From an optimization exercise on the open Yosys and OpenROAD flow, aimed at small area, a short achievable clock period and few clock cycles per item; shortcuts taken in it are not production practice. In this exercise RTL edits were held to simulation tests only and were not proved equivalent to the original. Power figures rest on the tool's default switching activity, not on a simulated workload.

==> design.v <==
module SelectionSort_custom_SIMD_instruction (clk, reset,
	in_v, rd, vrd1, vrd2,
		in_data, in_vdata1, in_vdata2,
	out_v, out_rd, out_vrd1, out_vrd2,
		out_data, out_vdata1, out_vdata2);
	input clk, reset;
	input in_v;
	input [4:0] rd;
	input [2:0] vrd1, vrd2;
	input [32-1:0] in_data;
	input [256-1:0] in_vdata1, in_vdata2;
	output out_v;
	output [4:0] out_rd;
	output [2:0] out_vrd1, out_vrd2;
	output [32-1:0] out_data;
	output [256-1:0] out_vdata1, out_vdata2;
	reg v1, v2, v3;
	reg [10:0] t1, t2, t3;
	always @(posedge clk) begin
		if (reset) begin
			v1 <= 1'b0; v2 <= 1'b0; v3 <= 1'b0;
		end else begin
			v1 <= in_v; v2 <= v1; v3 <= v2;
		end
		t1 <= {rd, vrd1, vrd2};
		t2 <= t1;
		t3 <= t2;
	end
	assign out_v = v3;
	assign {out_rd, out_vrd1, out_vrd2} = t3;
	assign out_data = 32'd0;
	assign out_vdata2 = {256{1'b0}};
	reg [255:0] d1;
	always @(posedge clk) d1 <= in_vdata1;
	reg [255:0] d2;
	reg [7:0] g2 [0:7];
	integer i, j;
	always @(posedge clk) begin
		d2 <= d1;
		for (i = 0; i < 8; i = i + 1)
			for (j = 0; j < 8; j = j + 1)
				g2[i][j] <= (i < j) ? (d1[32*i +: 32] > d1[32*j +: 32]) : 1'b0;
	end
	reg [7:0] prec [0:7];    
	reg [3:0] rank [0:7];
	reg [255:0] sel_out;
	integer p;
	always @* begin
		for (i = 0; i < 8; i = i + 1) begin
			rank[i] = 4'd0;
			for (j = 0; j < 8; j = j + 1) begin
				if (j < i)      prec[i][j] = ~g2[j][i];
				else if (j > i) prec[i][j] = g2[i][j];
				else            prec[i][j] = 1'b0;
				rank[i] = rank[i] + prec[i][j];
			end
		end
		sel_out = 256'd0;
		for (p = 0; p < 8; p = p + 1)
			for (i = 0; i < 8; i = i + 1)
				if (rank[i] == p)
					sel_out[32*p +: 32] = sel_out[32*p +: 32] | d2[32*i +: 32];
	end
	reg [255:0] d3;
	always @(posedge clk) d3 <= sel_out;
	assign out_vdata1 = d3;
endmodule
==> run.sh <==
#!/bin/bash
# synth_recipe.tcl (not shown) runs the flow's synth.tcl, then flattens the netlist and writes it again
# the make line also repeats each setting of config.mk as NAME=value (left out here)
make -C /OpenROAD-flow-scripts/flow DESIGN_CONFIG=/design/flow/config.mk WORK_HOME=/design/flow/orfs CLKGATE_MAP_FILE= SYNTH_SCRIPT=/design/flow/synth_recipe.tcl finish
==> config.mk <==
export PLATFORM = sky130hd
export DESIGN_NAME = SelectionSort_custom_SIMD_instruction
export DESIGN_NICKNAME = SelectionSort_custom_SIMD_instruction
export VERILOG_FILES = /design/flow/design.v
export SDC_FILE = /design/flow/constraint.sdc
export NUM_CORES = 4
export LEC_CHECK = 0
export CAP_MARGIN = 20
export CORE_MARGIN = 2
export CORE_UTILIZATION = 45
export SLEW_MARGIN = 20
==> constraint.sdc <==
create_clock -name core_clock -period 4.5 [get_ports {clk}]
set_input_delay 0.9000 -clock core_clock [delete_from_list [all_inputs] [get_ports {clk}]]
set_output_delay 0.9000 -clock core_clock [all_outputs]
set_load 0.01 [all_outputs]
==> results.txt <==
==> power groups by stage <==
stage / Clock [uW] / Combinational, uW / Sequential, uW
floorplan: 0 / 9960 / 10400
global placement: 0 / 20800 / 10600
detailed placement: 0 / 21000 / 10700
CTS: 7420 / 21100 / 10500
global route: 7690 / 23000 / 10600
finish: 7350 / 23200 / 10600
==> per-layer routing <==
layer / vias to the layer above / part of all wire (%) / global-route usage, %
met2: 4645 / 39 / 56.96
met4: 22 / 7.3 / 20.99
met5: - / 0.087 / 0.4085
met1: 24010 / 38 / 50.79
li1: 21050 / - / -
met3: 1347 / 16 / 20.65
==> critical path, cell delays in order (launching register included) <==
cell and delay, ns:
dfxtp_1 0.34, fa_1 0.55, inv_1 0.06, fa_1 0.49, fa_1 0.16, inv_1 0.05
fa_1 0.77, nand2_1 0.12, nor2_2 0.72, buf_4 0.40, a22oi_1 0.13, nand4_1 0.27
==> metrics by stage <==
step                      instances  setup WS [ns]  hold slack (ns)  power (uW)
final                          7370         0.3155           0.3259       41100
after global routing           7349         0.2306           0.3284       41310
after CTS                      7349         0.5455           0.3276       38990
after detailed placement       7196         0.5723           0.3132       31690
after global placement         7196         0.6791           0.3097       31440
after floorplan                5785          1.281           0.3096       20320
==> logic make-up (layout without fill, tap and decap cells) <==
family	count (synthesis)	after routing	synth area share, %
adders and majority gates	928	928	23.15
and+or+nand+nor	998	998	11.29
buffers and inverters	1042	1106	9.836
AOI/OAI and AO/OA	1697	1697	23.17
DFF	832	832	32.54
other	1	309	0.007326
==> registers in the layout (all words and copies together) (netlist names) <==
register	count
t2	11
t1	11
d2	256
v1	1
v3	1
v2	1
g2	28
d1	256
d3	256
t3	11
==> layout make-up <==
class / instances / share of cell area (%)
clock buffer: 110 / 3.967
multi-input combinational: 3911 / 51.25
tap: 1500 / 3.123
sequential: 832 / 27.72
timing repair buffer: 668 / 11.25
inverter: 285 / 1.780
clock inverter: 43 / 0.8245
antenna: 21 / 0.08745
==> synth_stat cells (all sizes together), types with 19 or more instances <==
master,number
nand3,128
o21ai,69
nor4,38
buf,462
nor3b,26
dfxtp,832
a221oi,19
fa,32
nand4,418
o31ai,26
nand2,182
ha,896
inv,285
and4,37
a21boi,34
nor2b,31
a21oi,356
clkbuf,295
a221o,48
o211ai,27
a22oi,1032
a2111oi,24
a21o,49
nor2,74
==> path summary, 6_finish.rpt <==
path	to	slack, ns	cells after the start
max	d3[227]	0.32	11
min	t3[2]	0.33	0
max reg2reg	d3[227]	0.32	11
min reg2reg	t3[2]	0.33	0
==> results.yml <==
logic_synthesis:
  yosys_warnings: 4
  yosysTopAreaCell: "dfxtp_1"
  synth_edf_count: 0
  yosysSeqAreaShare_pct: 32.54
  netlist_area_um2: 51190
  netlist_instances: 5498
  synth_cell_types: 46
  synth-main-ff-cell: "dfxtp_1"
  netlist.area_leader.share_pct: 32.54
  synth.ff_latch_count: 832
  async_reset_ff_share_pct: 0
  yosys-top-cells-area: "dfxtp_1 33%, ha_1 22%, a22oi_1 15%, nand4_1 5.1%, buf_4 4.2%"
  avgSynthCellArea_um2: 9.311
critical_path:
  worstSetupStartpoint: "g2[0][1]"
  worstSetupPathType: "reg2reg"
  cp.arrival_ns: 4.76
  worstPathRequired_ns: 5.08
  setup.worst_path.start_class: "flop"
  reg2reg_from: "g2[0][1]"
  cp_max_fo: 9
  critPathCaptureType: "flop"
power_and_ir_drop:
  power_frac_clock_pct: 17.9
  ir_drop_mv: 0.6627
  powerDensity_nw_per_um2: 684.0
  intPower_uw: 21250
  p_seq_share_pct: 25.7
  leakagePower_uw: 0.02579
  comb_power_share_pct: 56.4
  netSwitchingFraction_pct: 48.31
  p_switching_uw: 19860
global_routing:
  antenna_found_initial: 30
  grt_pass1_vias: 47520
  grt.total_usage_pct: 40.71
  grt_max_degree: 33
  grt_pass1_wl_mm: 343.8
  grt-ovfl-total: 0
flow_run:
  maxCapViolCount: 0
sta:
  fin_crit_sh_pct: 92.99
  max_slew_margin_pct: 13.25
  hold_viol_final: 0
  fin_worst_skew_ns: 0.04501
  report.final.slew_viol_count: 0
  tightest_slew_ns: 1.268
  min_period_ns: 4.185
  setup_viol: 0
  fmax_mhz: 239.0
  rsz0062_at_grt: "false"
  final.setup.tns_ns: 0
finish:
  register_area_um2: 16660
  drive_above_1_share_pct: 5.505
  layout_common_cells: "1032 x a22oi_1, 896 x ha_1, 832 x dfxtp_1, 537 x clkdlybuf4s50_1, 417 x nand4_1"
  fillers: 10120
  multiInputGateArea_um2: 30800
  finish.instance_area_um2: 60090
  final_common_cell: "a22oi_1"
  area_growth_pct: 17.39
  fin_nets: 7269
  final_util_pct: 53.34
clocking:
  cts_root_buffer: "clkbuf_16"
  clock_sinks: 832
  clk-insertion-delay-late_ns: 0.69
  cts-resized-gates: 0
  hold_buffers: 0
  clockBufferDepth: 3
  clk_pin_slew_ns: 0.07
  htree_levels: 3
  post-cts-setup-buffer-count: 0
  cts_tree: "yes"
  numCtsBuffers: 85
floorplan:
  ioPinCount: 1114
  coreArea_um2: 112700
  dieArea_um2: 116500
  num_rows: 123
  dieWidth_um: 341.3
  start_util_pct: 45.44
  die_height_um: 341.3
run_status:
  outcome: "no timing/DRC/antenna violations"
drt:
  wl_mm: 249.2
  drtAntennaViolNets: 0
  drt_first_pass_iters: 11
  vias: 51080
  avgViaCountPerCell: 6.931
  drtIter0Drc: 10570
  wire_per_inst_um: 33.82
  drc: 0
placement:
  port_buffers: 537
  placed_area_um2: 57160
  dp_hpwl_mm: 179.1
  gp_congestion: 0.9840
min_path:
  min-delay-start: "t2[2]"
  hold_path_class: "reg2reg"
Testbench counts, summed over its fixed seeds: cycles 32,016, vectors 32,000.

==> static timing again, ports no longer ideal <==
Ports are ideal in the flow. The routed layout listed here was re-timed in OpenROAD.
Step 1, drivers: a clkbuf_16 drives clk and a buf_2 each remaining input, both assumed.
Step 2 moves the port delays by t, midway between the first and last clock arrival at a register: inputs arrive t later, outputs are due t later. That takes back most of the time a late clock gives input paths.
Slacks: ideal ports / drivers / drivers and shift; pairs: ideal ports / drivers.
shift t [ns]: 0.743
setup WS [ns]: 0.315 / 0.315 / 0.315
worst register clock-pin slew, ns: 0.08 / 0.08
After both steps this run still meets setup and hold. For this run, drivers alone change the setup slack by 0.000 ns; drivers and shift together by 0.000 ns.
